Source: an optimization exercise on an open RTL-to-GDS flow (aim: small area). Production flows keep margins and buffers that such runs may drop. In this exercise RTL edits were held to simulation tests only and were not proved equivalent to the original. Power figures rest on the tool's default switching activity, not on a simulated workload.

Setup of exp/garnet:
Design CoinsMatrixBitMap, start of the top module:
module	CoinsMatrixBitMap	(	
					input	logic	clk,
					input	logic	resetN,
					input	logic	[10:0] offsetX, 
					input	logic	[10:0] offsetY,
					input	logic	InsideRectangle,  
					input	logic	coinCollision,
					input logic [4:0] randomMapLocationX,
					input logic [3:0] randomMapLocationY,
					input logic placeCoin,		 
					input logic placeMoneyBag,	 
					input logic placeTimeBoost,	 
					output	logic	drawingRequest,  
					output	logic	[7:0] RGBout,   
					output	logic upScore,			 
					output	logic upTime			 
 ) ;
localparam int NX = 18 ;
localparam int NY = 12 ;
localparam logic [NX*NY-1:0] NP_INIT = 216'h2198c200000000a03329c84850c284848f333c000064c380300 ;
localparam logic [NX*NY-1:0] Q_INIT  = 216'h3d98c70001c000f0333dc84f50c3c484ff333c000064c380300 ;
localparam logic [NX*NY-1:0] PQ_TILE = 216'h2198c200000000a03329c84870c284848f333c000064c380300 ;
logic [NX*NY-1:0] nP, Q, empty ;
logic pick_anotherCoin_flag ;    
logic pick_anotherMoneyBag_flag ;
logic [4:0] oX ;
logic [3:0] oY ;
assign oX = offsetX[9:5] ;
assign oY = offsetY[8:5] ;
logic offset_inMap ;
assign offset_inMap = (oX < NX) && (oY < NY) ;
logic [4:0] rX ;
logic [3:0] rY ;
assign rX = randomMapLocationX ;
assign rY = (randomMapLocationY[3] & randomMapLocationY[2]) ? {1'b0, randomMapLocationY[2:0]} : randomMapLocationY ;
logic random_inMap ;
assign random_inMap = (rX < NX) ;
  ...
For scale: about 2,500 cells after synthesis.
==> flow/config.mk <==
export PLATFORM = sky130hd
export DESIGN_NAME = CoinsMatrixBitMap
export DESIGN_NICKNAME = CoinsMatrixBitMap
export VERILOG_FILES = /design/flow/design.v
export SDC_FILE = /design/flow/constraint.sdc
export NUM_CORES = 8
export LEC_CHECK = 0
export CAP_MARGIN = 20
export CORE_MARGIN = 2
export CORE_UTILIZATION = 50
export PLACE_DENSITY = 0.6
export SLEW_MARGIN = 20
==> flow/constraint.sdc <==
create_clock -name core_clock -period 12.0 [get_ports {clk}]
set_input_delay 2.4000 -clock core_clock [delete_from_list [all_inputs] [get_ports {clk}]]
set_output_delay 2.4000 -clock core_clock [all_outputs]
set_load 0.01 [all_outputs]
standard.sh (not shown) runs the stock make flow with config.mk's settings and CLKGATE_MAP_FILE= SYNTH_SCRIPT=/design/flow/synth_recipe.tcl, a recipe that flattens the netlist after the stock synthesis.
==> flow/flow/run.sh <==
#!/bin/bash
# Own layout flow:
#  2. the same synthesis script again, with ABC's delay-oriented mapping script replaced by an
#     area-oriented one (area.abc); the registers come out the same (same instances, names and
#     cells, checked against step 1), only the combinational logic is mapped differently;
#  3. the standard layout steps on that netlist, with a clock tree without dummy loads and
#     lighter port buffers.
set -uo pipefail
WORK=$(pwd)
FLOWDIR=$WORK/flow
R=$WORK/orfs/results/$FLOW_PLATFORM/CoinsMatrixBitMap/base

# 1. standard synthesis
bash standard.sh synth > synth_standard.log 2>&1 || { echo "standard synthesis failed"; exit 1; }
cp "$R/1_2_yosys.v" std_1_2_yosys.v

# 2. area-oriented synthesis
rm -rf scripts_area orfs_area
cp -r "$FLOW_HOME/scripts" scripts_area
cp "$FLOWDIR/area.abc" scripts_area/abc_speed.script
A=$WORK/orfs_area/results/$FLOW_PLATFORM/CoinsMatrixBitMap/base
if make -C "$FLOW_HOME" DESIGN_CONFIG="$WORK/config.mk" WORK_HOME="$WORK/orfs_area" CLKGATE_MAP_FILE= \
     SYNTH_SCRIPT="$WORK/synth_recipe.tcl" SCRIPTS_DIR="$WORK/scripts_area" "$A/1_2_yosys.v" > synth_area.log 2>&1 \
   && python3 "$FLOWDIR/sameregs.py" std_1_2_yosys.v "$A/1_2_yosys.v" > sameregs.log 2>&1; then
  cp "$A/1_2_yosys.v" "$R/1_2_yosys.v"
  touch "$R/1_2_yosys.v"
  echo "using the area-mapped netlist"
else
  echo "area synthesis failed or changed the registers; using the standard netlist"
fi

# 3. standard layout steps
export CTS_ARGS="-sink_clustering_enable -repair_clock_nets -dont_use_dummy_load -buf_list sky130_fd_sc_hd__clkbuf_8 -sink_clustering_size 24 -sink_clustering_max_diameter 45"
export BUFFER_PORTS_ARGS="-buffer_cell sky130_fd_sc_hd__buf_1"
bash standard.sh > layout.log 2>&1 || { echo "layout failed"; exit 1; }
==> flow/flow/area.abc <==
strash
&get -n
&deepsyn -T 200
&dch
&nf -R 1000 -p -F 8 -C 32
&put
==> flow/flow/sameregs.py <==
#!/usr/bin/env python3
"""Check that two netlists hold the same register instances (name and cell type)."""
import re, sys
def regs(f):
    t = open(f).read()
    return {(n, c) for c, n in re.findall(r"^\s*(sky130_fd_sc_hd__(?:df|sdf|edf|dl)\w*)\s+(\S+)\s*\(", t, re.M)}
a, b = regs(sys.argv[1]), regs(sys.argv[2])
print(len(a), "registers in the standard netlist,", len(b), "in the re-mapped one")
sys.exit(0 if a == b and a else 1)
Setup changes, exp/garnet to exp/cedar
-- flow/flow/run.sh --
<<< exp/garnet, line 31

# 3. standard layout steps
export CTS_ARGS="-sink_clustering_enable -repair_clock_nets -dont_use_dummy_load -buf_list sky130_fd_sc_hd__clkbuf_8 -sink_clustering_size 24 -sink_clustering_max_diameter 45"
export BUFFER_PORTS_ARGS="-buffer_cell sky130_fd_sc_hd__buf_1"
bash standard.sh > layout.log 2>&1 || { echo "layout failed"; exit 1; }
>>> exp/cedar, line 31

# 3. standard layout steps
export CTS_ARGS="-sink_clustering_enable -repair_clock_nets -dont_use_dummy_load -buf_list sky130_fd_sc_hd__clkbuf_8 -sink_clustering_size 16 -sink_clustering_max_diameter 70"
export BUFFER_PORTS_ARGS="-buffer_cell sky130_fd_sc_hd__buf_1"
bash standard.sh > layout.log 2>&1 || { echo "layout failed"; exit 1; }
Results
- Summary of exp/cedar over exp/garnet: non-clock buffer count rose 8; minimum clock period went up 300 ps.
- Higher instance count of the mapped netlist among exp/garnet and exp/cedar: exp/cedar
- Diff exp/garnet..exp/cedar | count of non-filler cells in the finished layout | negligible
- Summary of exp/cedar over exp/garnet: synthesized netlist net count saw an increase, proportion of power drawn by flip-flops and latches now larger.
### exp/cedar -> exp/onyx
Settings: SLEW_MARGIN now 5, was 20; CAP_MARGIN now 5, was 20.
As of exp/onyx, first-pass GRT wire length had fallen slightly compared to exp/cedar. Summary of exp/onyx over exp/cedar: non-clock buffer area fraction after layout shows a reduction of 0.25 points, via count shows a reduction of 308, die footprint shows no meaningful change. Highest achievable clock rate grows by a few percent when moving from exp/cedar to exp/onyx. The met3 usage in global routing number comes out higher for exp/onyx vs exp/cedar. Taking exp/cedar as the reference, in exp/onyx final routed wirelength across all metal layers has decreased; depth of the worst register-to-register path grew by 1; post-route standard cell area excluding fillers has decreased; worst setup slack shows an increase of 270 ps.

-- afterwards: timing with drivers on the ports --
The results above use ideal ports. As a check the final layouts listed here were re-extracted and re-timed, cells and wires unchanged.
Step 1 (the two cells are an assumption about what drives the block):
set clk [get_ports {clk}]
set_driving_cell -lib_cell sky130_fd_sc_hd__clkbuf_16 $clk
set_driving_cell -lib_cell sky130_fd_sc_hd__buf_2 [delete_from_list [all_inputs] $clk]
Step 2 moves the port delays by t, midway between the first and last clock arrival at a register: inputs arrive t later, outputs are due t later. That takes back most of the time a late clock gives input paths.
Slacks: no drivers / after step 1 / after step 2; pairs: no drivers / after step 1.
| run | t, ns | setup slack, ns | latest minus earliest clock arrival (ns) | worst data-port slew with drivers (ns) |
|---|---|---|---|---|
| exp/garnet | 0.701 | 3.769 / 3.782 / 3.082 | 0.117 / 0.117 | 0.11 |
| exp/cedar | 0.653 | 3.468 / 3.469 / 2.815 | 0.097 / 0.097 | 0.10 |
| exp/onyx | 0.658 | 3.741 / 3.752 / 3.094 | 0.077 / 0.077 | 0.11 |
After both steps every run listed still meets setup and hold. The setup slack of exp/garnet, which loses most, moves by +0.013 ns with the drivers and by -0.687 ns with both steps.
